What follows belongs to an exercise in optimizing a design on an open flow for small area, a short achievable clock period and few clock cycles; a production flow would make more cautious choices. Function was checked by simulation only, so behaviour that the tests miss may differ from the original. No activity file was given, so power comes from the tool's default toggle rates.

[flow/design.v]
module first_reg (
    input  logic         i_clk,
    input  logic         i_rst,
    input  logic         StallD,
    input  logic         FlushD,
    input  logic [31:0]  instr,        
    input  logic [31:0]  pc,           
    input  logic [31:0]  pc_four,      
    output logic [31:0]  instr_D,       
    output logic [31:0]  pc_D,          
    output logic [31:0]  pc_four_D      
);
    always @(posedge i_clk or negedge i_rst) begin
        if (!i_rst) begin
            instr_D    <= 32'd0;
            pc_D       <= 32'd0;
            pc_four_D  <= 32'd0;
        end
        else if (StallD) begin
            instr_D    <= instr_D;
            pc_D       <= pc_D;
            pc_four_D  <= pc_four_D;
        end
        else if (FlushD) begin
            instr_D    <= 32'd0;
            pc_D       <= 32'd0;
            pc_four_D  <= 32'd0;
        end
        else begin
            instr_D    <= instr;
            pc_D       <= pc;
            pc_four_D  <= pc_four;
        end
    end
endmodule
module second_reg	 (
  input  logic         i_clk        ,
  input  logic         i_rst        ,
  input  logic [31:0]  pc_D         ,   
  input  logic [31:0]  pc_four_D    ,   
  input  logic [31:0]  ImmExtD      ,   
  input  logic [31:0]  rs1_data_D   ,   
  input  logic [31:0]  rs2_data_D   ,   
  input  logic [ 4:0]  rd_addr_D    ,   
  input  logic [ 4:0]  rs1_addr_D   ,   
  input  logic [ 4:0]  rs2_addr_D   ,   
  input  logic [ 2:0]  funct3_D     ,   
  input  logic [ 3:0]  alu_op_D     ,   
  input  logic [ 1:0]  wb_sel_D     ,   
  input  logic         mem_wren_D   ,   
  input  logic 		  br_sel       ,
  input  logic [ 6:0]  OP_D         ,
  input  logic         rd_wren_D    ,   
  input  logic         br_unsigned_D,   
  input  logic         op_a_sel_D   ,   
  input  logic         op_b_sel_D   ,   
  input  logic         slti_sel_D   ,   
  input  logic         FlushE       ,   
  output logic [31:0]  pc_E         ,
  output logic [31:0]  pc_four_E    ,
  output logic [31:0]  ImmExtE      ,
  output logic [31:0]  rs1_data_E   ,
  output logic [31:0]  rs2_data_E   ,
  output logic [ 4:0]  rd_addr_E    ,
  output logic [ 4:0]  rs1_addr_E   ,
  output logic [ 4:0]  rs2_addr_E   ,
  output logic [ 2:0]  funct3_E     ,
  output logic [ 3:0]  alu_op_E     ,
  output logic [ 1:0]  wb_sel_E     ,
  output logic         mem_wren_E   ,
  output logic         rd_wren_E    ,
  output logic 		  br_sel_E     ,
  output logic [ 6:0]  OP_E         ,
  output logic         br_unsigned_E,
  output logic         op_a_sel_E   ,
  output logic         op_b_sel_E   ,
  output logic         slti_sel_E
);
  always @(posedge i_clk or negedge i_rst) begin
    if (!i_rst) begin
      pc_E           <= 32'b0;
      pc_four_E      <= 32'b0;
      ImmExtE        <= 32'b0;
      rs1_data_E     <= 32'b0;
      rs2_data_E     <= 32'b0;
      rd_addr_E      <= 5'b0;
      rs1_addr_E     <= 5'b0;
      rs2_addr_E     <= 5'b0;
      funct3_E       <= 3'b0;
      alu_op_E       <= 4'b0;
      wb_sel_E       <= 2'b0;
      mem_wren_E     <= 1'b0;
      rd_wren_E      <= 1'b0;
      br_unsigned_E  <= 1'b0;
      op_a_sel_E     <= 1'b0;
      op_b_sel_E     <= 1'b0;
      br_sel_E       <= 1'b0;
		OP_E           <= 7'b0;
      slti_sel_E     <= 1'b0;
    end else if (FlushE) begin
      pc_E           <= 32'b0;
      pc_four_E      <= 32'b0;
      ImmExtE        <= 32'b0;
      rs1_data_E     <= 32'b0;
      rs2_data_E     <= 32'b0;
      rd_addr_E      <= 5'b0;
      rs1_addr_E     <= 5'b0;
      rs2_addr_E     <= 5'b0;
      funct3_E       <= 3'b0;
      alu_op_E       <= 4'b0;
      wb_sel_E       <= 2'b0;
      mem_wren_E     <= 1'b0;
      rd_wren_E      <= 1'b0;
      br_unsigned_E  <= 1'b0;
      op_a_sel_E     <= 1'b0;
      op_b_sel_E     <= 1'b0;
      br_sel_E       <= 1'b0;
		OP_E           <= 7'b0;
      slti_sel_E     <= 1'b0;
    end else begin
      pc_E           <= pc_D;
      pc_four_E      <= pc_four_D;
      ImmExtE        <= ImmExtD;
      rs1_data_E     <= rs1_data_D;
      rs2_data_E     <= rs2_data_D;
      rd_addr_E      <= rd_addr_D;
      rs1_addr_E     <= rs1_addr_D;
      rs2_addr_E     <= rs2_addr_D;
      funct3_E       <= funct3_D;
      alu_op_E       <= alu_op_D;
      wb_sel_E       <= wb_sel_D;
      mem_wren_E     <= mem_wren_D;
      rd_wren_E      <= rd_wren_D;
      br_unsigned_E  <= br_unsigned_D;
      op_a_sel_E     <= op_a_sel_D;
      br_sel_E       <= br_sel;
		OP_E           <= OP_D;
      op_b_sel_E     <= op_b_sel_D;
      slti_sel_E     <= slti_sel_D;
    end
  end
endmodule
module third_reg (
  input  logic         i_clk     ,
  input  logic         i_rst     ,
  input  logic [31:0]  alu_data_E,   
  input  logic [31:0]  pc_four_E ,   
  input  logic [ 2:0]  funct3_E  ,   
  input  logic         mem_wren_E,   
  input  logic [ 1:0]  wb_sel_E  ,   
  input  logic         rd_wren_E ,   
  input  logic [ 4:0]  rd_addr_E ,   
  input  logic [31:0]  ld_data_E ,   
  output logic [31:0]  alu_data_M,   
  output logic [31:0]  pc_four_M ,   
  output logic [ 2:0]  funct3_M  ,   
  output logic [ 4:0]  rd_addr_M ,   
  output logic         mem_wren_M,   
  output logic [ 1:0]  wb_sel_M  ,   
  output logic         rd_wren_M ,   
  output logic [31:0]  ld_data_M     
);
  always_ff @(posedge i_clk or negedge i_rst) begin
    if (!i_rst) begin
      alu_data_M      <= 32'b0;
      pc_four_M       <= 32'b0;
      funct3_M        <= 3'b0;
      mem_wren_M      <= 1'b0;
      wb_sel_M        <= 2'b0;
      rd_wren_M       <= 1'b0;
      rd_addr_M       <= 5'b0;
      ld_data_M       <= 32'b0;
    end else begin
      alu_data_M      <= alu_data_E;
      pc_four_M       <= pc_four_E;
      funct3_M        <= funct3_E;
      mem_wren_M      <= mem_wren_E;
      wb_sel_M        <= wb_sel_E;
      rd_wren_M       <= rd_wren_E;
      rd_addr_M       <= rd_addr_E;
      ld_data_M       <= ld_data_E;
    end
  end
endmodule
module fourth_reg	 (
  input  logic [31:0]  alu_data_M ,   
  input  logic [31:0]  read_data_M,   
  input  logic [31:0]  pc_four_M  ,   
  input  logic [ 4:0]  rd_addr_M  ,   
  input  logic	        i_rst      ,   
  input  logic	        i_clk      ,   
  input  logic [ 1:0]  wb_sel_M   ,   
  input  logic	        rd_wren_M  ,   
  output logic [31:0]  alu_data_W ,   
  output logic [31:0]  read_data_W,   
  output logic [31:0]  pc_four_W  ,   
  output logic [ 4:0]  rd_addr_W  ,   
  output logic [ 1:0]  wb_sel_W   ,   
  output logic 		  rd_wren_W      
);
  always_ff @(posedge i_clk or negedge i_rst) begin
    if (!i_rst) begin
      alu_data_W  <= 32'd0;
      read_data_W <= 32'd0;
      pc_four_W   <= 32'd0;
      rd_addr_W   <=  5'd0;
      wb_sel_W    <=  2'd0;
      rd_wren_W   <=  1'b0;
    end else begin
      alu_data_W  <= alu_data_M ;
      read_data_W <= read_data_M;
      pc_four_W   <= pc_four_M  ;
      rd_addr_W   <= rd_addr_M  ;
      wb_sel_W    <= wb_sel_M   ;
      rd_wren_W   <= rd_wren_M  ;
    end
  end
endmodule
module Address_Generator (
  input  logic         i_rst  ,
  input  logic         i_clk  ,
  input  logic         br_sel ,
  input  logic         StallF ,   
  input  logic [31:0]  pc_four,
  input  logic [31:0]  pc_bru ,
  output logic [31:0]  pc
);
  logic [31:0] nxt_pc;
  always_comb begin
    nxt_pc = br_sel ? pc_bru : pc_four;
  end
  always_ff @(posedge i_clk or negedge i_rst) begin
    if (!i_rst) begin
      pc <= 32'd0;  
    end else if(StallF) begin
      pc <= pc;   
    end else begin
      pc <= nxt_pc;
    end
  end
endmodule
module PCPlus4(
	input  logic [31:0]  pc,
	output logic [31:0]  pc_four
);
  always_comb begin
	 pc_four = pc + 4;
  end
endmodule
module ImmGen (
	input  logic [24:0]   imm    ,
	input  logic [ 2:0]   ImmSel ,
	output logic [31:0]   ImmExtD
);
  always_comb begin
    casex(ImmSel)
      3'b000:  ImmExtD = {{20{imm[24]}}, imm[24:13]};                             
		3'b001:  ImmExtD = {{20{imm[24]}}, imm[24:18], imm[4:0]};                   
		3'b010:  ImmExtD = {{20{imm[24]}}, imm[0],  imm[23:18], imm[4:1], 1'b0};    
		3'b011:  ImmExtD = {{12{imm[24]}}, imm[12:5],  imm[13], imm[23:14], 1'b0};  
		3'b100:  ImmExtD = {imm[24:5], 12'b000000000000 };                          
		default: ImmExtD = 32'd0;                                                   
    endcase
  end
endmodule
module decoder (
  input  logic [31:0]  instr_D ,
  output logic [ 4:0]  rs1_addr,
  output logic [ 4:0]  rs2_addr,
  output logic [ 4:0]  rd_addr ,
  output logic [ 6:0]  OP      ,
  output logic [ 2:0]  funct3  ,
  output logic         funct7  ,
  output logic         OPb5    ,
  output logic [24:0]  imm     ,
  output logic [ 6:0]  funct77
);
  always_comb begin
    rs1_addr = instr_D[19:15];
	 rs2_addr = instr_D[24:20];
	 rd_addr  = instr_D[11:7];
	 OP       = instr_D[6:0];
	 OPb5	 	 = instr_D[5];
	 funct3   = instr_D[14:12];
	 funct7   = instr_D[30];
	 imm      = instr_D[31:7];
	 funct77  = instr_D[31:25];
  end
endmodule
module Controller (
  input  logic [31:0]  instr_D    ,
  input  logic [ 6:0]  OP         ,
  input  logic [ 6:0]  funct77    ,
  input  logic [ 2:0]  funct3     ,
  input  logic         funct7     ,
  input	logic			  OPb5       ,
  output logic         mem_wren   ,
  output logic         rd_wren    ,
  output logic 		  op_a_sel   ,
  output logic 		  op_b_sel   ,
  output logic 		  br_sel     ,
  output logic	 		  br_unsigned,
  output logic 		  slti_sel   ,
  output logic 		  insn_vld   ,
  output logic [ 3:0]  alu_op     ,
  output logic [ 1:0]  wb_sel     ,
  output logic [ 2:0]  ImmSel     ,
  input  logic  i_clk,
  input  logic  i_rst,
  output logic [10:0]  cnt,
  output logic [10:0]  cnt_instr
);
  logic [1:0] alu_control;
  logic 		  br_sel_tmp;
  always_comb begin
    if (instr_D == 32'b0) begin
      insn_vld = 0;   
    end else begin
      case (OP)
        7'b0000011: insn_vld = 1;  
		  7'b0100011: insn_vld = 1;  
		  7'b0110011: insn_vld = 1;  
	     7'b1100011: insn_vld = 1;  
		  7'b0010011: insn_vld = 1;  
		  7'b1101111: insn_vld = 1;  
		  7'b1100111: insn_vld = 1;  
		  7'b0110111: insn_vld = 1;  
        7'b0010111: insn_vld = 1;  
        default: insn_vld = 0;   
      endcase
    end
  end
  assign cnt = 11'd0;
  assign cnt_instr = 11'd0;
  always_comb begin
    br_unsigned = 0;
    slti_sel = 0;
    if (OP == 7'b1100011) begin
      case(funct3)
	     3'b000:   br_unsigned =  0;  
		  3'b001:   br_unsigned =  0;  
		  3'b100:   br_unsigned =  0;   
		  3'b101:   br_unsigned =  0;   
		  3'b110:   br_unsigned =  1;   
		  3'b111:   br_unsigned =  1;  
		  default : br_unsigned =  0;
	   endcase
    end else if (OP == 7'b0110011) begin
		case(funct3)
		  3'b010:   br_unsigned =  0;  
		  3'b011:   br_unsigned =  1;  
		  default: br_unsigned = 0;
		endcase
    end else if (OP == 7'b0010011) begin
		case(funct3)
		  3'b010: begin
		    slti_sel = 1;
			 br_unsigned = 0;	 
		  end
		  3'b011: begin
		    slti_sel = 1;
		    br_unsigned = 1;	 
		  end
		  default: begin
		    slti_sel = 0;
		    br_unsigned = 0;
		  end
      endcase
    end else begin
      br_unsigned = 0;
    end
  end	
  always_comb begin
    casex (OP)
	   7'b0000011: begin         
		  mem_wren = 1'b0;
		  rd_wren = 1'b1;
		  op_a_sel = 1'b0;
		  op_b_sel = 1'b1;
		  br_sel = 1'b0;
		  wb_sel = 2'b01;
		  alu_control= 2'b00;
		  ImmSel    = 3'b000;
      end 
      7'b0100011: begin   
		  mem_wren = 1'b1;
		  rd_wren = 1'b0;
		  op_a_sel = 1'b0;
		  op_b_sel = 1'b1;
		  br_sel = 1'b0;
		  wb_sel = 2'b00;
		  alu_control= 2'b00;
		  ImmSel    = 3'b001;
      end
		7'b0110011: begin   
		  mem_wren = 1'b0;
		  rd_wren = 1'b1;
		  op_a_sel = 1'b0;
		  op_b_sel = 1'b0;
		  br_sel = 1'b0;
		  wb_sel = 2'b00;
		  alu_control= 2'b10;
		  ImmSel    = 3'b000;
      end
      7'b1100011: begin   
		  mem_wren = 1'b0;
		  rd_wren = 1'b0;
		  op_a_sel = 1'b1;
		  op_b_sel = 1'b1;
		  br_sel = 1'b0;
		  wb_sel = 2'b00;
		  alu_control= 2'b00;  
		  ImmSel    = 3'b010;
      end
      7'b0010011: begin   
		  mem_wren = 1'b0;
		  rd_wren = 1'b1;
		  op_a_sel = 1'b0;
		  op_b_sel = 1'b1;
		  br_sel = 1'b0;
		  wb_sel = 2'b00;
		  alu_control= 2'b10;
		  ImmSel    = 3'b000;
      end
      7'b1101111: begin  
		  mem_wren = 1'b0;
		  rd_wren = 1'b1;
		  op_a_sel = 1'b1;
		  op_b_sel = 1'b1;
		  br_sel = 1'b1;
		  wb_sel = 2'b11;
		  alu_control= 2'b11;
		  ImmSel    = 3'b011;
	   end
      7'b1100111: begin  
		  mem_wren = 1'b0;	
		  rd_wren = 1'b1;
		  op_a_sel = 1'b0;
		  op_b_sel = 1'b1;
		  br_sel = 1'b1;
		  wb_sel = 2'b11;
		  alu_control= 2'b11;
		  ImmSel    = 3'b000;
      end
      7'b0110111: begin  
		  mem_wren = 1'b0;
		  rd_wren = 1'b1;
		  op_a_sel = 1'b0;
		  op_b_sel = 1'b1;
		  br_sel = 1'b0;
		  wb_sel = 2'b00;
		  alu_control= 2'b01;
		  ImmSel = 3'b100;
      end
      7'b0010111: begin  
		  mem_wren = 1'b0;
		  rd_wren = 1'b1;
		  op_a_sel = 1'b1;
		  op_b_sel = 1'b1;
		  br_sel = 1'b0;
		  wb_sel = 2'b00;
		  alu_control= 2'b00;
		  ImmSel = 3'b100;
      end 
      default: begin
		  mem_wren = 1'b0;
		  rd_wren = 1'b0;
		  op_a_sel = 1'b0;
		  op_b_sel = 1'b0;
		  br_sel = 1'b0;
		  wb_sel = 2'b00;
		  alu_control= 2'b00;
		  ImmSel    = 3'b000;
		end 
    endcase
  end
  logic RtypeSub;
  assign RtypeSub = funct7 & OPb5;  
  always @ (*) begin
    case(alu_control)
      2'b00: alu_op = 4'b0000;  
		2'b01: alu_op = 4'b1100;  
		2'b11: alu_op = 4'b0000;  
	   default: begin
		  case(funct3)  
		    3'b000: 
			   if (RtypeSub)
				  alu_op = 4'b0001;  
				else
				  alu_op = 4'b0000;  
	       3'b001: alu_op = 4'b0100;  
			 3'b010: alu_op = 4'b0101;  
			 3'b011: alu_op = 4'b1000;  
			 3'b100: alu_op = 4'b1010;  
			 3'b101: 
			   if (~funct7)
				  alu_op = 4'b1011;	 
				else
				  alu_op = 4'b0111;   
			 3'b110: alu_op = 4'b0011;  
			 3'b111: alu_op = 4'b0010;  
			 default: alu_op = 4'b0000;  
			endcase
      end		
    endcase
	end
endmodule
module regfile (
  input  logic [ 4:0]  i_rs1_addr,
  input  logic [ 4:0]  i_rs2_addr,
  input  logic [ 4:0]  i_rd_addr ,
  input  logic [31:0]  i_rd_data ,
  input  logic         i_clk     ,
  input  logic         i_rd_wren ,
  input  logic         i_rst     ,
  output logic [31:0]  o_rs1_data,
  output logic [31:0]  o_rs2_data,
  output logic [31:0]  checkx1   ,   
  output logic [31:0]  checkx2   ,
  output logic [31:0]  checkx3   ,
  output logic [31:0]  checkx4   ,
  output logic [31:0]  checkx5   ,
  output logic [31:0]  checkx6   ,
  output logic [31:0]  checkx7
);
  logic [31:0] Registers[31:0];
  integer j;
  always_comb begin
    o_rs1_data = Registers[i_rs1_addr];
    o_rs2_data = Registers[i_rs2_addr];
    checkx1 = Registers[1];
    checkx2 = Registers[2];
    checkx3 = Registers[3];
    checkx4 = Registers[4];
    checkx5 = Registers[5];
    checkx6 = Registers[6];
	 checkx7 = Registers[7];
  end
  always_ff @(negedge i_clk or negedge i_rst) begin
    if (!i_rst) begin
      for(j = 0; j < 32;j = j + 1) begin
        Registers[j] <= 32'd0;
      end
    end else if (i_rd_wren && (|i_rd_addr)) begin     
      Registers[i_rd_addr] <= i_rd_data;
    end
  end
endmodule
module alu(
  input  logic [31:0]  i_operand_a, i_operand_b,   
  input  logic			  op_a_sel, op_b_sel      ,	
  input  logic [31:0]  pc                      ,
  input	logic	[31:0]  ImmExtE                 ,
  input  logic [ 3:0]  i_alu_op                ,   
  input	logic			  br_less                 ,
  input  logic         br_equal                ,
  input  logic         br_sel                  ,
  input  logic [ 6:0]  OP                      ,
  input  logic [ 2:0]  funct3                  ,
  output logic [31:0]  operand_a, operand_b    ,
  output logic         o_br_sel_final          ,
  output logic         is_branch               ,   
  output logic         is_jump                 ,   
  output logic [31:0]  o_alu_data  			         
);
  logic [31:0]   o_alu_data_temp;
  logic [31:0]   shift_temp;	
  assign operand_a = (op_a_sel)? pc : i_operand_a;
  assign operand_b = (op_b_sel)? ImmExtE : i_operand_b;
  always_comb begin
    is_branch = 1'b0;
	 is_jump = 1'b0;
	 o_br_sel_final = 1'b0;
    if (OP == 7'b1100011) begin  
	   is_branch = 1'b1;
		is_jump = 1'b0;
      case(funct3)
	     3'b000:   o_br_sel_final = (br_equal)? 1'b1 : 1'b0;  
		  3'b001:   o_br_sel_final = (~br_equal)? 1'b1 : 1'b0;  
		  3'b100:   o_br_sel_final = (br_less)? 1'b1 : 1'b0;   
		  3'b101:   o_br_sel_final = (!br_less | br_equal)? 1'b1 : 1'b0;   
		  3'b110:   o_br_sel_final = (br_less)? 1'b1 : 1'b0;   
		  3'b111:   o_br_sel_final = (!br_less | br_equal)? 1'b1 : 1'b0;  
		  default : o_br_sel_final =  1'b0;
      endcase
	 end else if ((OP == 7'b1101111) | (OP == 7'b1100111)) begin  
	   is_branch = 1'b0;
		is_jump = 1'b1;
	   o_br_sel_final = br_sel;
	 end else begin
	   is_branch = 1'b0;
		is_jump = 1'b0;
	   o_br_sel_final = br_sel;
	 end
  end
  always_comb begin
    shift_temp = operand_a;  
      case(i_alu_op)
        4'b0000: o_alu_data_temp =   operand_a + operand_b;   
        4'b0001: o_alu_data_temp =   operand_a + ~operand_b + 1;   
        4'b0010: o_alu_data_temp =   operand_a & operand_b;	   
        4'b0011: o_alu_data_temp =   operand_a | operand_b;    
		  4'b0100: begin    
		    if (operand_b[0]) shift_temp = {shift_temp[30:0], 1'b0};
          if (operand_b[1]) shift_temp = {shift_temp[29:0], 2'b00};
          if (operand_b[2]) shift_temp = {shift_temp[27:0], 4'b0000};
          if (operand_b[3]) shift_temp = {shift_temp[23:0], 8'b00000000};
          if (operand_b[4]) shift_temp = {shift_temp[15:0], 16'b0000000000000000};
          o_alu_data_temp = shift_temp;
        end 
        4'b0101: o_alu_data_temp =	(br_less) ? 32'd1 : 32'd0 ;  
		  4'b0111: begin
		    if (operand_b[0]) shift_temp = {shift_temp[31], shift_temp[31:1]};
          if (operand_b[1]) shift_temp = {{2{shift_temp[31]}}, shift_temp[31:2]};
          if (operand_b[2]) shift_temp = {{4{shift_temp[31]}}, shift_temp[31:4]};
          if (operand_b[3]) shift_temp = {{8{shift_temp[31]}}, shift_temp[31:8]};
          if (operand_b[4]) shift_temp = {{16{shift_temp[31]}}, shift_temp[31:16]};
          o_alu_data_temp = shift_temp;
		  end
        4'b1000: o_alu_data_temp =   (br_less) ? 32'd1 : 32'd0;  
        4'b1010: o_alu_data_temp =   operand_a ^ operand_b;  
        4'b1011: begin
		    if (operand_b[0]) shift_temp = {1'b0, shift_temp[31:1]};
          if (operand_b[1]) shift_temp = {2'b00, shift_temp[31:2]};
          if (operand_b[2]) shift_temp = {4'b0000, shift_temp[31:4]};
          if (operand_b[3]) shift_temp = {8'b00000000, shift_temp[31:8]};
          if (operand_b[4]) shift_temp = {16'b0000000000000000, shift_temp[31:16]};
          o_alu_data_temp = shift_temp;
		  end
		  4'b1100: o_alu_data_temp = operand_b;  
        default:  o_alu_data_temp = 32'b0;
		endcase
	end
	always_comb begin
	  o_alu_data = o_alu_data_temp;
	end
endmodule 
module brc(
  input  logic [31:0]  i_rs1_data,       
  input  logic [31:0]  i_rs2_data,       
  input  logic         i_br_un   ,       
  input  logic [31:0]  ImmExtE   ,
  input  logic			  i_slti_sel,
  output logic         o_br_less ,       
  output logic         o_br_equal        
);
  logic [31:0] eq_bits;              
  logic [32:0] sub_result;           
  logic [31:0] i_rs2_data_tmp;
  assign i_rs2_data_tmp = (i_slti_sel)? ImmExtE : i_rs2_data;
  assign eq_bits = ~(i_rs1_data ^ i_rs2_data_tmp);
  assign o_br_equal = &eq_bits;
  always_comb begin
    sub_result = {1'b0, i_rs1_data} + {1'b0, ~i_rs2_data_tmp} + 1;
    if (i_br_un) begin
      o_br_less = !sub_result[32];  
    end else begin
      o_br_less = (i_rs1_data[31] ^ i_rs2_data_tmp[31]) ? i_rs1_data[31] : sub_result[31];
    end
  end
endmodule
module branch_prediction (
  input  logic         i_clk           ,
  input  logic         i_rst           ,
  input  logic [31:0]  i_PC_F          ,   
  output logic         o_prediction    ,   
  output logic [31:0]  o_PCTarget_F    ,   
  input  logic [ 1:0]  i_index_D       ,
  input  logic [31:0]  i_PC_D          ,
  input  logic [31:0]  i_instr_D       ,
  input  logic [ 1:0]  i_index_E       ,   
  input  logic [27:0]  i_tag_E         ,   
  input  logic [31:0]  i_PCTarget_E    ,   
  input  logic         i_branch_E      ,   
  input  logic         i_branch_taken_E,   
  input  logic         i_jump_E        ,   
  input  logic [31:0]  i_pc_four_E     ,
  output logic         o_mispredict
);
  localparam INDEX_BITS = 2;           
  localparam TAG_BITS = 28;            
  localparam logic [1:0] STRONG_NOT_TAKEN = 2'b00;
  localparam logic [1:0] WEAK_NOT_TAKEN   = 2'b01;
  localparam logic [1:0] WEAK_TAKEN       = 2'b10;
  localparam logic [1:0] STRONG_TAKEN     = 2'b11;
  logic [TAG_BITS-1:0] BTB_tag    [0:(1 << INDEX_BITS)-1];   
  logic [31:0]         BTB_target [0:(1 << INDEX_BITS)-1];   
  logic [1:0]          BTB_state  [0:(1 << INDEX_BITS)-1];   
  logic [INDEX_BITS-1:0] index;
  logic [TAG_BITS-1:0] tag, i_tag_D;
  logic is_branch_D;
  assign index = i_PC_F[3:2];                  
  assign tag = i_PC_F[31:4];                   
  assign is_branch_D = (i_instr_D[6:0] == 7'b1100011);
  assign i_tag_D = i_PC_D[31:4]; 
  integer i;
  assign o_mispredict = ((i_tag_E == BTB_tag[i_index_E]) && i_branch_taken_E != BTB_state[i_index_E][1]) | i_jump_E ;
  always_comb begin
    o_prediction = 1'b0;                   
	 o_PCTarget_F = 32'h00000000;            
	   if (o_mispredict) begin
		  o_prediction = 1'b1;
		if (i_branch_taken_E)
		  o_PCTarget_F = i_PCTarget_E;
		else 
		  o_PCTarget_F = i_pc_four_E;
	   end else if ((BTB_tag[index] == tag)) begin
		  case (BTB_state[index])
		    STRONG_NOT_TAKEN, WEAK_NOT_TAKEN: o_prediction = 1'b0;
			 WEAK_TAKEN, STRONG_TAKEN: o_prediction = 1'b1;
		  endcase
		  if (o_prediction)
		    o_PCTarget_F = BTB_target[index];
		end
  end
  logic [1:0] state_num;
  always_ff @(posedge i_clk or negedge i_rst) begin
    if (!i_rst) begin
	   for (i = 0; i < (1 << INDEX_BITS); i = i + 1) begin
		  BTB_tag[i] <= {TAG_BITS{1'b0}};
		  BTB_target[i] <= 32'h00000000;
		  BTB_state[i] <= STRONG_NOT_TAKEN;
      end
	 end else if (is_branch_D) begin
	   if (BTB_tag[i_index_D] != i_tag_D) begin
	     BTB_tag[i_index_D] <= i_PC_D[31:4];  
	     BTB_state[i_index_D] <= STRONG_NOT_TAKEN;
		end  
	 end else if (i_branch_E) begin
	   state_num = BTB_state[i_index_E];
		case (state_num)
		  STRONG_NOT_TAKEN: begin
		    if (i_branch_taken_E) begin
			   state_num = state_num + 2'b01;
			 end else begin
				state_num = STRONG_NOT_TAKEN;
			 end
		  end
		  WEAK_NOT_TAKEN: begin
		    if (i_branch_taken_E) begin
		      state_num = state_num + 2'b01;
			 end else begin
				state_num = state_num - 2'b01;
			 end
		  end
		  WEAK_TAKEN: begin
		    if (i_branch_taken_E) begin
			   state_num = state_num + 2'b01;
			 end else begin
			   state_num = state_num - 2'b01;
			 end
		  end
		  STRONG_TAKEN: begin
		    if (i_branch_taken_E) begin
			   state_num = STRONG_TAKEN;
			 end else begin
			   state_num = state_num - 2'b01;
			 end
		  end
		  default: begin
		    state_num = STRONG_NOT_TAKEN;
			end
		 endcase
		 BTB_state[i_index_E] <= state_num;
		 if (i_branch_taken_E) begin
		   BTB_target[i_index_E] <= i_PCTarget_E;
		 end
	  end
  end
endmodule
module hazard (
  input  logic        i_rst      ,
  input  logic [4:0]  rs1_addr_E ,   
  input  logic [4:0]  rs2_addr_E ,   
  input  logic [4:0]  rd_addr_M  ,   
  input  logic [4:0]  rd_addr_W  ,   
  input  logic [4:0]  rs1_addr_D ,   
  input  logic [4:0]  rs2_addr_D ,   
  input  logic [4:0]  rd_addr_E  ,   
  input  logic [1:0]  wb_sel_E   ,   
  input  logic        rd_wren_M  ,   
  input  logic        rd_wren_W  ,   
  input  logic        br_sel     ,   
  input  logic        mispredict ,   
  output logic        StallF     ,   
  output logic        StallD     ,   
  output logic        FlushE     ,   
  output logic        FlushD     ,   
  output logic [1:0]  forward_A_E,   
  output logic [1:0]  forward_B_E    
);
  logic lw_stall;
   assign forward_A_E = (i_rst == 1'b0) ? 2'b00 : 
                         ((rd_wren_M == 1'b1) && (rd_addr_M != 5'h00) && (rd_addr_M == rs1_addr_E)) ? 2'b10 :
                         ((rd_wren_W == 1'b1) && (rd_addr_W != 5'h00) && (rd_addr_W == rs1_addr_E)) ? 2'b01 : 
                         2'b00;
  assign forward_B_E = (i_rst == 1'b0) ? 2'b00 : 
                         ((rd_wren_M == 1'b1) && (rd_addr_M != 5'h00) && (rd_addr_M == rs2_addr_E)) ? 2'b10 :
                         ((rd_wren_W == 1'b1) && (rd_addr_W != 5'h00) && (rd_addr_W == rs2_addr_E)) ? 2'b01 : 
                         2'b00;
  always_comb begin
      lw_stall = ((wb_sel_E == 2'b01) & ((rs1_addr_D == rd_addr_E) | (rs2_addr_D == rd_addr_E)));
      StallF  = lw_stall;
      StallD  = lw_stall;
      FlushE  = lw_stall | mispredict;
      FlushD  = mispredict;
  end
endmodule
module mux_1(
  input  logic [31:0] 	pc_four  ,
  input 	logic	[31:0] 	alu_data ,
  input 	logic	[31:0] 	ld_data_2,
  input 	logic	[ 1:0] 	wb_sel   ,
  output logic [31:0] 	wb_data
);
  always_comb begin
    case (wb_sel)
      2'b00: 	wb_data 	= alu_data;
	   2'b01: 	wb_data 	= ld_data_2;
		default: wb_data 	= pc_four;
	 endcase
  end
endmodule	
module mux5 #
(
  parameter WIDTH = 32
)
(
  input  logic [WIDTH-1:0] rs1_data_E ,   
  input  logic [WIDTH-1:0] wb_data_W  ,   
  input  logic [WIDTH-1:0] alu_data_M ,   
  input  logic [1:0]       forward_A_E,   
  output logic [WIDTH-1:0] src_A_E        
);
  assign src_A_E = forward_A_E[1] ? alu_data_M : 
                   (forward_A_E[0] ? wb_data_W : rs1_data_E);
endmodule
module mux4 #
(
  parameter WIDTH = 32
) 
(
  input  logic [WIDTH-1:0] rs2_data_E,    
  input  logic [WIDTH-1:0] wb_data_W,     
  input  logic [WIDTH-1:0] alu_data_M,    
  input  logic [1:0]       forward_B_E,   
  output logic [WIDTH-1:0] write_data_E   
);
  assign write_data_E = forward_B_E[1] ? alu_data_M : 
                          (forward_B_E[0] ? wb_data_W : rs2_data_E);
endmodule
module lsu (
  input  logic           i_clk      ,   
  input  logic           i_rst      ,   
  input  logic [31:0]    i_st_data  ,   
  input  logic [31:0]    i_lsu_addr ,   
  input  logic           i_lsu_wren ,   
  input  logic [2:0]     funct3     ,
  output logic [31:0]    o_ld_data  ,   
  input  logic [31:0]    i_mem_rdata,   
  output logic [31:0]    o_mem_addr ,   
  output logic           o_mem_we   ,   
  output logic [31:0]    o_mem_wdata    
);
  logic [31:0] sram_ld_data;
  logic [31:0] sram_st_data;
  logic [1:0]  byte_offset;
  localparam [31:0] SDRAM_START      = 32'h2000, SDRAM_END     = 32'h3FFF;
  localparam F3_B   = 3'b000;   
  localparam F3_H   = 3'b001;   
  localparam F3_W   = 3'b010;   
  localparam F3_BU  = 3'b100;   
  localparam F3_HU  = 3'b101;   
  assign byte_offset = i_lsu_addr[1:0];
  assign sram_ld_data = i_mem_rdata;
  assign o_mem_addr   = i_lsu_addr;
  assign o_mem_we     = i_lsu_wren && (i_lsu_addr >= SDRAM_START && i_lsu_addr <= SDRAM_END);
  assign o_mem_wdata  = sram_st_data;
  logic [31:0] ld_data;
  always_comb begin 
    case(i_lsu_addr[1:0]) 
      2'b00: ld_data = sram_ld_data;
      2'b01: ld_data = {8'b0, sram_ld_data[31:8]};
      2'b10: ld_data = {16'b0, sram_ld_data[31:16]};
      2'b11: ld_data = {24'b0, sram_ld_data[31:24]};
    endcase
  end
  always_comb begin
    o_ld_data = 32'b0;
      if (!i_lsu_wren) begin
		  if (i_lsu_addr >= SDRAM_START && i_lsu_addr <= SDRAM_END) begin
		    o_ld_data = ld_data;
			 case (funct3)
			   F3_W: begin  
				o_ld_data = ld_data;
			 end
			 F3_H: begin  
				if (byte_offset != 2'b11)
				  o_ld_data = {{16{ld_data[15]}},ld_data[15:0]};
				else
				  o_ld_data = 32'b0;  
			 end
			 F3_B: begin  
			   o_ld_data = {{24{ld_data[7]}},ld_data[7:0]};
			 end
			 F3_BU: begin  
			   o_ld_data = {24'b0,ld_data[7:0]};
			 end
			 F3_HU: begin  
			   if (byte_offset != 2'b11)
				  o_ld_data = {16'b0,ld_data[15:0]};
				else
				  o_ld_data = 32'b0;  
			 end
			 default : o_ld_data = 32'b0;  
		  endcase	
		  end else begin
		    o_ld_data = 32'b0;
		  end
	  end
  end
	 always_comb begin
		sram_st_data = sram_ld_data;
		if (i_lsu_addr >= SDRAM_START && i_lsu_addr <= SDRAM_END) begin
			case (byte_offset)
				2'b00: begin
					case (funct3)
						F3_W: begin  
							sram_st_data = i_st_data;
						end
						F3_H: begin  
							sram_st_data [15:0] = i_st_data [15:0];
						end
						F3_B: begin  
							sram_st_data [7:0] = i_st_data [7:0];
						end
						default: ; 
					endcase
				end
				2'b01: begin
					case (funct3)
						F3_W: begin  
							sram_st_data [31:8] = i_st_data [23:0];
						end
						F3_H: begin  
							sram_st_data [23:8] = i_st_data [15:0];
						end
						F3_B: begin  
							sram_st_data [15:8] = i_st_data [7:0];
						end
						default: ; 
					endcase
				end
				2'b10: begin
					case (funct3)
						F3_W: begin  
							sram_st_data [31:16] = i_st_data [15:0];
						end
						F3_H: begin  
							sram_st_data [31:16] = i_st_data [15:0];
						end
						F3_B: begin  
							sram_st_data [23:16] = i_st_data [7:0];
						end
						default: ; 
					endcase
				end
				2'b11: begin
					case (funct3)
						F3_W: begin  
							sram_st_data [31:24] = i_st_data [7:0];
						end
						F3_H: begin  
							sram_st_data [31:24] = i_st_data [7:0];
						end
						F3_B: begin  
							sram_st_data [31:24] = i_st_data [7:0];
						end
						default: ; 
					endcase
				end
			endcase
		end
	 end
endmodule
module riscv_pipeline(
	input  logic         i_clk,
	input  logic         i_rst,
	output logic [31:0]  o_imem_addr,
	input  logic [31:0]  i_imem_rdata,
	output logic [31:0]  o_dmem_addr,
	input  logic [31:0]  i_dmem_rdata,
	output logic         o_dmem_we,
	output logic [31:0]  o_dmem_wdata
);
	logic [10:0] cnt, cnt_instr;
	logic [ 3:0]  alu_op_E;
	logic         br_sel_final, br_unsigned_E, br_less;
	logic [ 4:0]  rd_addr_W;
	logic [ 1:0]  forward_A_E;
	logic [ 1:0]  forward_B_E;
	logic [31:0]  instr;
	logic [31:0]  pc;
	logic         prediction, mispredict, is_jump, flush_E, flush_D;
	logic [31:0]  PCTargetF;
	logic         stall_F;
	logic [ 1:0]  wb_sel_E, wb_sel;
	logic [ 4:0]  rs1_addr_E, rs2_addr_E;
	logic [31:0]  alu_data_E;
	logic [31:0]  checkx3;
	logic [31:0]  checkx1;  
   logic [31:0]  checkx2;
   logic [31:0]  checkx4;
   logic [31:0]  checkx5;  
	logic [31:0]  src_A_E, operand_a, rs1_data, rs2_data;
	logic [31:0]  write_data_E, operand_b;
	logic [31:0] pc_four, instr_D, pc_D, pc_four_D,instr_debug;
    logic [31:0] rs1_data_E , rs2_data_E, ImmExtD, ImmExtE, alu_data_W;
    logic [31:0] alu_data_M, pc_E, pc_M, pc_four_E, pc_four_M, pc_four_W;
    logic [31:0] wb_data, wb_data_W, ld_data_E, ld_data_M, read_data_M,read_data_W;
    logic [4:0]  rs1_addr, rs2_addr, rd_addr, rd_addr_E, rd_addr_M;
    logic [6:0]  OP, OP_E, funct77;
    logic [2:0]  funct3, ImmSel, funct3_E, funct3_M;
    logic [24:0] imm;
    logic        funct7, OPb5, br_equal, mem_wren, rd_wren;
    logic        op_a_sel, op_a_selD, op_a_selE, op_b_selE, op_b_selD, br_sel, br_sel_E, br_unsigned, slti_sel,slti_sel_E, insn_vld;
    logic [3:0]  alu_op;
    logic [1:0]   wb_sel_M, wb_sel_W;
    logic        mem_wren_E, mem_wren_M, rd_wren_E, rd_wren_M, rd_wren_W;
    logic        stall_D;
	 logic        is_branch;  
	 branch_prediction br_predict(
	   .i_clk           (i_clk       ),
		.i_rst           (i_rst       ),
		.i_PC_F          (pc          ),
		.o_PCTarget_F    (PCTargetF   ),
		.i_index_D       (pc_D[3:2]   ),
		.i_PC_D          (pc_D        ),
		.i_instr_D       (instr_D     ),
		.i_index_E       (pc_E[3:2]   ),
      .i_tag_E         (pc_E[31:4]  ),		
		.i_PCTarget_E    (alu_data_E  ),  
		.i_branch_E      (is_branch   ),    
		.i_branch_taken_E(br_sel_final),  
		.i_jump_E        (is_jump     ),        
		.o_prediction 	  (prediction  ),
		.i_pc_four_E     (pc_four_E   ),
		.o_mispredict    (mispredict  )
	 );
	 Address_Generator addr_gen (
        .i_rst(i_rst),
        .i_clk(i_clk),
        .br_sel(prediction),     
        .pc_four(pc_four),
        .pc_bru(PCTargetF),      
		  .StallF(stall_F),
        .pc(pc)
    );
    PCPlus4 pc_plus4 (
        .pc(pc),
        .pc_four(pc_four)
    );
    assign o_imem_addr = pc;
    assign instr = i_imem_rdata;
    assign instr_debug = instr;
    first_reg first_reg1 (
        .i_clk(i_clk),
        .i_rst(i_rst),
        .StallD(stall_D),     
        .FlushD(flush_D),     
        .instr(instr),
        .pc(pc),
        .pc_four(pc_four),
        .instr_D(instr_D),
        .pc_D(pc_D),
        .pc_four_D(pc_four_D)
    );
    decoder dec (
        .instr_D(instr_D),
        .rs1_addr(rs1_addr),
        .rs2_addr(rs2_addr),
        .rd_addr(rd_addr),
        .OP(OP),
        .funct3(funct3),
        .funct7(funct7),
        .OPb5(OPb5),
        .imm(imm),
        .funct77(funct77)
    );
    ImmGen imm_gen (
        .imm(imm),
        .ImmSel(ImmSel),
        .ImmExtD(ImmExtD)
    );
    regfile rf (
        .i_rs1_addr(rs1_addr),
        .i_rs2_addr(rs2_addr),
        .i_rd_addr(rd_addr_W),
        .i_rd_data(wb_data),
        .i_clk(i_clk),
        .i_rd_wren(rd_wren_W),
        .i_rst(i_rst),
        .o_rs1_data(rs1_data),
        .o_rs2_data(rs2_data),
		  .checkx1(checkx1),
		  .checkx2(checkx2),
		  .checkx3(checkx3),
		  .checkx4(checkx4),
		  .checkx5(checkx5)
    );
    Controller ctrl (
        .instr_D(instr_D),
        .OP(OP),
        .funct77(funct77),
        .funct3(funct3),
        .funct7(funct7),
        .OPb5(OPb5),
        .mem_wren(mem_wren),
        .rd_wren(rd_wren),
        .op_a_sel(op_a_selD),
        .op_b_sel(op_b_selD),
        .br_sel(br_sel),
        .br_unsigned(br_unsigned),
        .slti_sel(slti_sel),
        .insn_vld(insn_vld),
        .alu_op(alu_op),
        .wb_sel(wb_sel),
        .ImmSel(ImmSel),
		  .i_clk(i_clk),
		  .i_rst (i_rst),
		  .cnt(cnt),
		  .cnt_instr (cnt_instr)
    );
    second_reg second_reg2 (
        .i_clk(i_clk),
        .i_rst(i_rst),
		  .OP_D (OP),
        .pc_D(pc_D),
        .pc_four_D(pc_four_D),
        .ImmExtD(ImmExtD),
        .rs1_data_D(rs1_data),
        .rs2_data_D(rs2_data),
        .rd_addr_D(rd_addr),
        .rs1_addr_D(rs1_addr),
        .rs2_addr_D(rs2_addr),
        .funct3_D(funct3),
        .alu_op_D(alu_op),
        .wb_sel_D(wb_sel),
        .mem_wren_D(mem_wren),
        .rd_wren_D(rd_wren),
		  .br_sel(br_sel),
        .br_unsigned_D(br_unsigned),
        .op_a_sel_D(op_a_selD),
        .op_b_sel_D(op_b_selD),
        .slti_sel_D(slti_sel),
        .FlushE(flush_E),
        .pc_E(pc_E),
        .pc_four_E(pc_four_E),
        .ImmExtE(ImmExtE),
        .rs1_data_E(rs1_data_E),
        .rs2_data_E(rs2_data_E),
        .rd_addr_E(rd_addr_E),
        .rs1_addr_E(rs1_addr_E),
        .rs2_addr_E(rs2_addr_E),
        .funct3_E(funct3_E),
        .alu_op_E(alu_op_E),
        .wb_sel_E(wb_sel_E),
        .mem_wren_E(mem_wren_E),
        .rd_wren_E(rd_wren_E),
        .br_unsigned_E(br_unsigned_E),
		  .br_sel_E(br_sel_E),
		  .OP_E (OP_E),
        .op_a_sel_E(op_a_selE),
        .op_b_sel_E(op_b_selE),
        .slti_sel_E(slti_sel_E)
    );
    mux5 mux_a (
        .rs1_data_E(rs1_data_E),
        .wb_data_W(wb_data),
        .alu_data_M(alu_data_M),
        .forward_A_E(forward_A_E),
        .src_A_E(src_A_E)
    );
    mux4 mux_b (
        .rs2_data_E(rs2_data_E),
        .wb_data_W(wb_data),
        .alu_data_M(alu_data_M),
        .forward_B_E(forward_B_E),
        .write_data_E(write_data_E)
    );
    brc branch_comp (
        .i_rs1_data(src_A_E),
        .i_rs2_data(write_data_E),
        .i_br_un(br_unsigned_E),
        .ImmExtE(ImmExtE),
        .i_slti_sel(slti_sel_E),
        .o_br_less(br_less),
        .o_br_equal(br_equal)
    );
    alu alu_unit (
        .i_operand_a(src_A_E),
        .i_operand_b(write_data_E),
        .op_a_sel(op_a_selE),
        .op_b_sel(op_b_selE),
        .pc(pc_E),
        .ImmExtE(ImmExtE),
        .i_alu_op(alu_op_E),
        .br_less(br_less),
		  .br_equal (br_equal),
		  .br_sel (br_sel_E),
		  .OP (OP_E),
		  .funct3 (funct3_E),
		  .operand_a (operand_a),
		  .operand_b (operand_b),
        .o_br_sel_final (br_sel_final),
		  .is_branch (is_branch),   
		  .is_jump (is_jump),       
		  .o_alu_data(alu_data_E)
    );
    hazard hazard_unit (
		  .i_rst(i_rst),
        .rs1_addr_E(rs1_addr_E),
        .rs2_addr_E(rs2_addr_E),
        .rd_addr_M(rd_addr_M),
        .rd_addr_W(rd_addr_W),
        .rs1_addr_D(rs1_addr),
        .rs2_addr_D(rs2_addr),
        .rd_addr_E(rd_addr_E),
        .wb_sel_E(wb_sel_E),
        .rd_wren_M(rd_wren_M),
        .rd_wren_W(rd_wren_W),
        .br_sel(br_sel_final),
		  .mispredict(mispredict),  
        .StallF(stall_F),
        .StallD(stall_D),
        .FlushE(flush_E),
        .FlushD(flush_D),
        .forward_A_E(forward_A_E),
        .forward_B_E(forward_B_E)
    );
    third_reg third_reg1 (
        .i_clk(i_clk),
        .i_rst(i_rst),
        .alu_data_E(alu_data_E),
		  .rd_addr_E(rd_addr_E),
        .pc_four_E(pc_four_E),
        .funct3_E(funct3_E),
        .mem_wren_E(mem_wren_E),
        .wb_sel_E(wb_sel_E),
        .rd_wren_E(rd_wren_E),
        .rd_addr_M(rd_addr_M),
        .alu_data_M(alu_data_M),
        .pc_four_M(pc_four_M),
        .funct3_M(funct3_M),
		  .ld_data_E(write_data_E),
		  .ld_data_M(ld_data_M),
        .mem_wren_M(mem_wren_M),
        .wb_sel_M(wb_sel_M),
        .rd_wren_M(rd_wren_M)
    );
    lsu load_store_unit (
        .i_clk(i_clk),
        .i_rst(i_rst),
        .i_st_data(ld_data_M),   
        .i_lsu_addr(alu_data_M),    
        .i_lsu_wren(mem_wren_M),    
        .funct3(funct3_M),          
        .o_ld_data(read_data_M),    
		  .i_mem_rdata(i_dmem_rdata),
		  .o_mem_addr(o_dmem_addr),
		  .o_mem_we(o_dmem_we),
		  .o_mem_wdata(o_dmem_wdata)
    );
    fourth_reg fourth_reg1 (
        .alu_data_M(alu_data_M),
        .read_data_M(read_data_M),
        .pc_four_M(pc_four_M),
        .rd_addr_M(rd_addr_M),
        .i_rst(i_rst),
        .i_clk(i_clk),
        .wb_sel_M(wb_sel_M),
        .rd_wren_M(rd_wren_M),
        .alu_data_W(alu_data_W),
        .read_data_W(read_data_W),
        .pc_four_W(pc_four_W),
        .rd_addr_W(rd_addr_W),
        .wb_sel_W(wb_sel_W),
        .rd_wren_W(rd_wren_W)
    );
	  mux_1 wb_mux (
        .pc_four(pc_four_W),           
        .alu_data(alu_data_W),         
        .ld_data_2(read_data_W),       
        .wb_sel(wb_sel_W),             
        .wb_data(wb_data)              
    );
endmodule
[flow/run.sh]
#!/bin/bash
# synth_recipe.tcl (not shown) runs the flow's synth.tcl, then flattens the netlist and writes it again
# the make line also repeats each setting of config.mk as NAME=value (left out here)
make -C /OpenROAD-flow-scripts/flow DESIGN_CONFIG=/design/flow/config.mk WORK_HOME=/design/flow/orfs CLKGATE_MAP_FILE= SYNTH_SCRIPT=/design/flow/synth_recipe.tcl finish
[flow/config.mk]
export PLATFORM = sky130hd
export DESIGN_NAME = riscv_pipeline
export DESIGN_NICKNAME = riscv_pipeline
export VERILOG_FILES = /design/flow/design.v
export SDC_FILE = /design/flow/constraint.sdc
export NUM_CORES = 8
export LEC_CHECK = 0
export CAP_MARGIN = 20
export CORE_MARGIN = 2
export CORE_UTILIZATION = 40
export PLACE_DENSITY = 0.6
export SLEW_MARGIN = 20
[flow/constraint.sdc]
create_clock -name core_clock -period 10.0 [get_ports {i_clk}]
set_input_delay 2.0000 -clock core_clock [delete_from_list [all_inputs] [get_ports {i_clk}]]
set_output_delay 2.0000 -clock core_clock [all_outputs]
set_load 0.01 [all_outputs]
==> results.txt <==
worst max-delay path: cells and delay by family:
family	cells	cell delay (ps)
compound gates	12	3010
simple gates	14	2910
fa+ha+maj	2	750
buf+inv	3	700
mux	1	130
through the flow:
step	setup WS (ps)	hold slack, ps	utilization	instance area [um^2]
after floorplan	2197	331.2	-	96480
after global placement	551.7	333.5	0.4270	102600
after detailed placement	554.5	334.7	0.4273	102700
after CTS	1377	302.3	0.4566	109700
after global routing	745.1	319.0	0.4571	109900
final	1142	301.0	0.4575	109900
cells by family after synthesis:
| logic type | share of synthesized area |
|---|---|
| AO/OA/AOI/OAI | 0.2413 |
| AND/OR/NAND/NOR | 0.1300 |
| flip-flops | 0.4681 |
| buffers and inverters | 0.04584 |
| multiplexers | 0.08200 |
| XOR/XNOR | 0.01452 |
| adder cells (fa/ha/maj) | 0.01823 |
sequential cells by signal, summed over array words and instances (netlist names), 8 cells and up:
name	count
rf.Registers	1024
br_predict.BTB_target	128
br_predict.BTB_tag	112
addr_gen.pc	32
first_reg1.instr_D	32
first_reg1.pc_D	32
fourth_reg1.alu_data_W	32
fourth_reg1.pc_four_W	32
fourth_reg1.read_data_W	32
second_reg2.ImmExtE	32
second_reg2.pc_E	32
second_reg2.rs1_data_E	32
second_reg2.rs2_data_E	32
third_reg1.alu_data_M	32
third_reg1.ld_data_M	32
third_reg1.pc_four_M	32
first_reg1.pc_four_D	30
second_reg2.pc_four_E	30
br_predict.BTB_state	8
area by class of cell:
cell class | instances | share of cell area
Clock inverter | 95 | 0.01296
Inverter | 194 | 0.006646
Tap cell | 3185 | 0.03625
Antenna cell | 34 | 0.0007739
Clock buffer | 266 | 0.05094
Multi-Input combinational cell | 7206 | 0.4367
Timing Repair Buffer | 561 | 0.04468
Sequential cell | 1805 | 0.4110
path summary, 6_finish.rpt:
| path | endpoint |
|---|---|
| hold / removal | fourth_reg1.pc_four_W[18]$_DFF_PN0_ |
| max in group asynchronous | rf.Registers[16][31]$_DFFE_NN0P_ |
| hold reg to reg | fourth_reg1.pc_four_W[18]$_DFF_PN0_ |
| setup / recovery | second_reg2.slti_sel_E$_DFF_PN0_ |
| min in group asynchronous | fourth_reg1.pc_four_W[15]$_DFF_PN0_ |
| setup reg to reg | second_reg2.slti_sel_E$_DFF_PN0_ |
Yosys cell counts, types with 24 or more instances:
cell type	n	share of area
buf_2	56	0.0029
a22o_1	332	0.030
nor3_1	103	0.0053
nor4_1	28	0.0018
nand4_1	183	0.012
o22ai_1	37	0.0024
nor2b_1	31	0.0020
xor2_1	42	0.0038
and2_1	117	0.0076
dfrtp_1	781	0.20
or3_1	33	0.0021
clkbuf_1	803	0.031
o31ai_1	60	0.0047
xnor2_1	118	0.011
a222oi_1	64	0.0066
mux2_2	244	0.028
a211oi_1	54	0.0042
buf_1	66	0.0026
o211a_1	24	0.0025
nand3_1	156	0.0081
mux4_2	135	0.032
ha_1	135	0.018
a31oi_1	47	0.0030
a21o_1	48	0.0037
nand2b_1	42	0.0027
o211ai_1	86	0.0067
and3_1	33	0.0021
a21oi_1	372	0.019
dfrtn_1	1024	0.27
mux2i_1	211	0.022
inv_1	188	0.0073
a221oi_1	349	0.032
o32ai_1	74	0.0067
a22oi_1	367	0.029
o21a_1	35	0.0027
nand2_1	1552	0.060
nor2_1	479	0.019
o221ai_1	27	0.0025
o21ai_0	1289	0.067
cells in the final DEF, fill, tap and decap left out, drive strengths merged, types with 48 or more instances in the layout:
| cell type | instances |
|---|---|
| nor3 | 103 |
| clkdlybuf4s50 | 161 |
| a22oi | 367 |
| a221oi | 350 |
| inv | 202 |
| a222oi | 64 |
| a22o | 332 |
| and2 | 117 |
| a21oi | 373 |
| o31ai | 60 |
| mux2 | 245 |
| mux4 | 135 |
| mux2i | 211 |
| o211ai | 88 |
| ha | 135 |
| xnor2 | 118 |
| a21o | 48 |
| o32ai | 74 |
| nand2 | 1552 |
| nand4 | 184 |
| dfrtp | 781 |
| a211oi | 55 |
| buf | 399 |
| dfrtn | 1024 |
| clkbuf | 267 |
| o21ai | 1297 |
| a31oi | 48 |
| nand3 | 156 |
| nor2 | 479 |
per-layer routing:
| layer | share of wire | up-vias | routed length [um] | GRT usage |
|---|---|---|---|---|
| li1 | - | 37110 | - | - |
| met1 | 0.39 | 46490 | 200900 | 0.5545 |
| met2 | 0.39 | 8014 | 200200 | 0.5451 |
| met3 | 0.15 | 2145 | 79080 | 0.1806 |
| met4 | 0.069 | 40 | 35420 | 0.2237 |
| met5 | 0.00059 | - | 303 | 0.002348 |
power breakdown:
| part | switching (uW) | internal (uW) |
|---|---|---|
| logic | 188 | 53.9 |
| registers | 0 | 7330 |
| clock network | 3300 | 4690 |
| total | 3490 | 12100 |
==> flow_summary.yaml <==
timing:
  final_setup_violating_endpoints: 0
  hold_violations: 0
  part_of_the_cycle_the_worst_path_needs: 0.8858
  maxClockFrequency_mhz: 112.9
  rsz0062_at_grt: "false"
  totalNegativeSetupSlack_ps: 0
  clock-skew-final_ps: 146.1
  post-route-min-period_ps: 8858
  timing.slew.headroom: 0.09977
  transition_time_at_the_pin_with_the_least_slew_margin_ps: 1347
  finalMaxSlewViolations: 0
die:
  die_y_um: 495.1
  io_pins: 163
  dieWidth_um: 495.1
  die_area_mm2: 0.2452
  core_area_mm2: 0.2403
  fp-row-count: 180
  initial_core_util: 0.4015
worst_setup_path:
  worst-setup-path-type: "primary input to flip-flop"
  crit_path_start_kind: "primary input"
  ff2ff_path_depth: 30
  arrival_ps: 9580
  critical_path_required_ps: 10720
  worstReg2RegStart: "fourth_reg1.rd_addr_W[3]$_DFF_PN0_"
  timing.critical_path.to_type: "flip-flop"
  reg2reg_slack_ps: 1290
  timing.critical_path.slowest_stage_cell: "nor3_2"
  cp_max_fo: 65
  critical_path.startpoint: "i_rst"
  timing.critical_path.slowest_cell_delay_ps: 820
detailed_routing:
  drc_marker_count_from_the_first_detailed_route_iteration: 16750
  drtPass1Iterations: 12
  vias: 93790
  avgRoutedWirePerCell_um: 38.66
  post-route-drc-count: 0
  routed_via_density: 7.028
  wirelength_mm: 515.9
  final_antenna_net_count: 0
finish:
  design.final.nets: 10170
  final_layout_size_suffix_gt1_frac: 0.1317
  area_growth_pct: 13.94
  filler_cell_count: 22560
  instances_no_fill: 13350
  ff_latch_area_mm2: 0.04518
  multi_input_area_mm2: 0.04801
grt:
  grt_start_max_net_pins: 177
  first_global_vias: 87170
  globalRoute.totalOverflow: 0
  antenna_violations_before_repair: 45
  grt_first_pass_wirelength_mm: 707.5
  grt_use_total: 0.4108
worst_hold_path:
  min_delay_path_depth: 0
  min_from: "third_reg1.pc_four_M[18]$_DFF_PN0_"
  worst_hold_path_type: "flip-flop to flip-flop"
power_and_ir_drop:
  design_power_total_uw: 15560
  p_per_area_mw_per_mm2: 141.5
  vdd.ir_drop.worst_v: 0.0001943
  power.static_leakage_uw: 0.04665
clock_tree:
  cts_made_buffers: 193
  h_tree_levels: 4
  clock-root-buffer: "clkbuf_16"
  hold_buffers_post_cts: 0
  clock_tree_from_tritoncts: "built"
  worstSkewPairLatency_ps: 880
  cts_buffer_depth: 3
  cts_setup_buffers: 0
  post_cts.resized_instances: 0
  clkTransAtPathRegs_ps: 60
  cts.sinks: 1805
job:
  max_cap_violations: 0
synth:
  postSynthAreaPerCell_um2: 9.510
  synth_top_flop_cell: "dfrtn_1"
  synth.lib_cells_used.distinct: 98
  post_synth_inst_count: 10150
  netlist_area_before_placement_mm2: 0.09648
  yosysWarnings: 20
  ys_seq_area_frac: 0.4681
  post_synthesis_net_count: 10350
  ys_ff_latch: 1805
  synth_enable_flop_cells: 0
  ys_async_sr_fraction: 1.000
status:
  outcome: "timing/DRC/antenna clean"
placement:
  placed_cells_incl_taps: 12950
  finalWeightedCongestion: 1.062
  port_buffers: 162
  post-dp-hpwl_mm: 335.7
Testbench counts, summed over its fixed seeds: cycles 40,750.
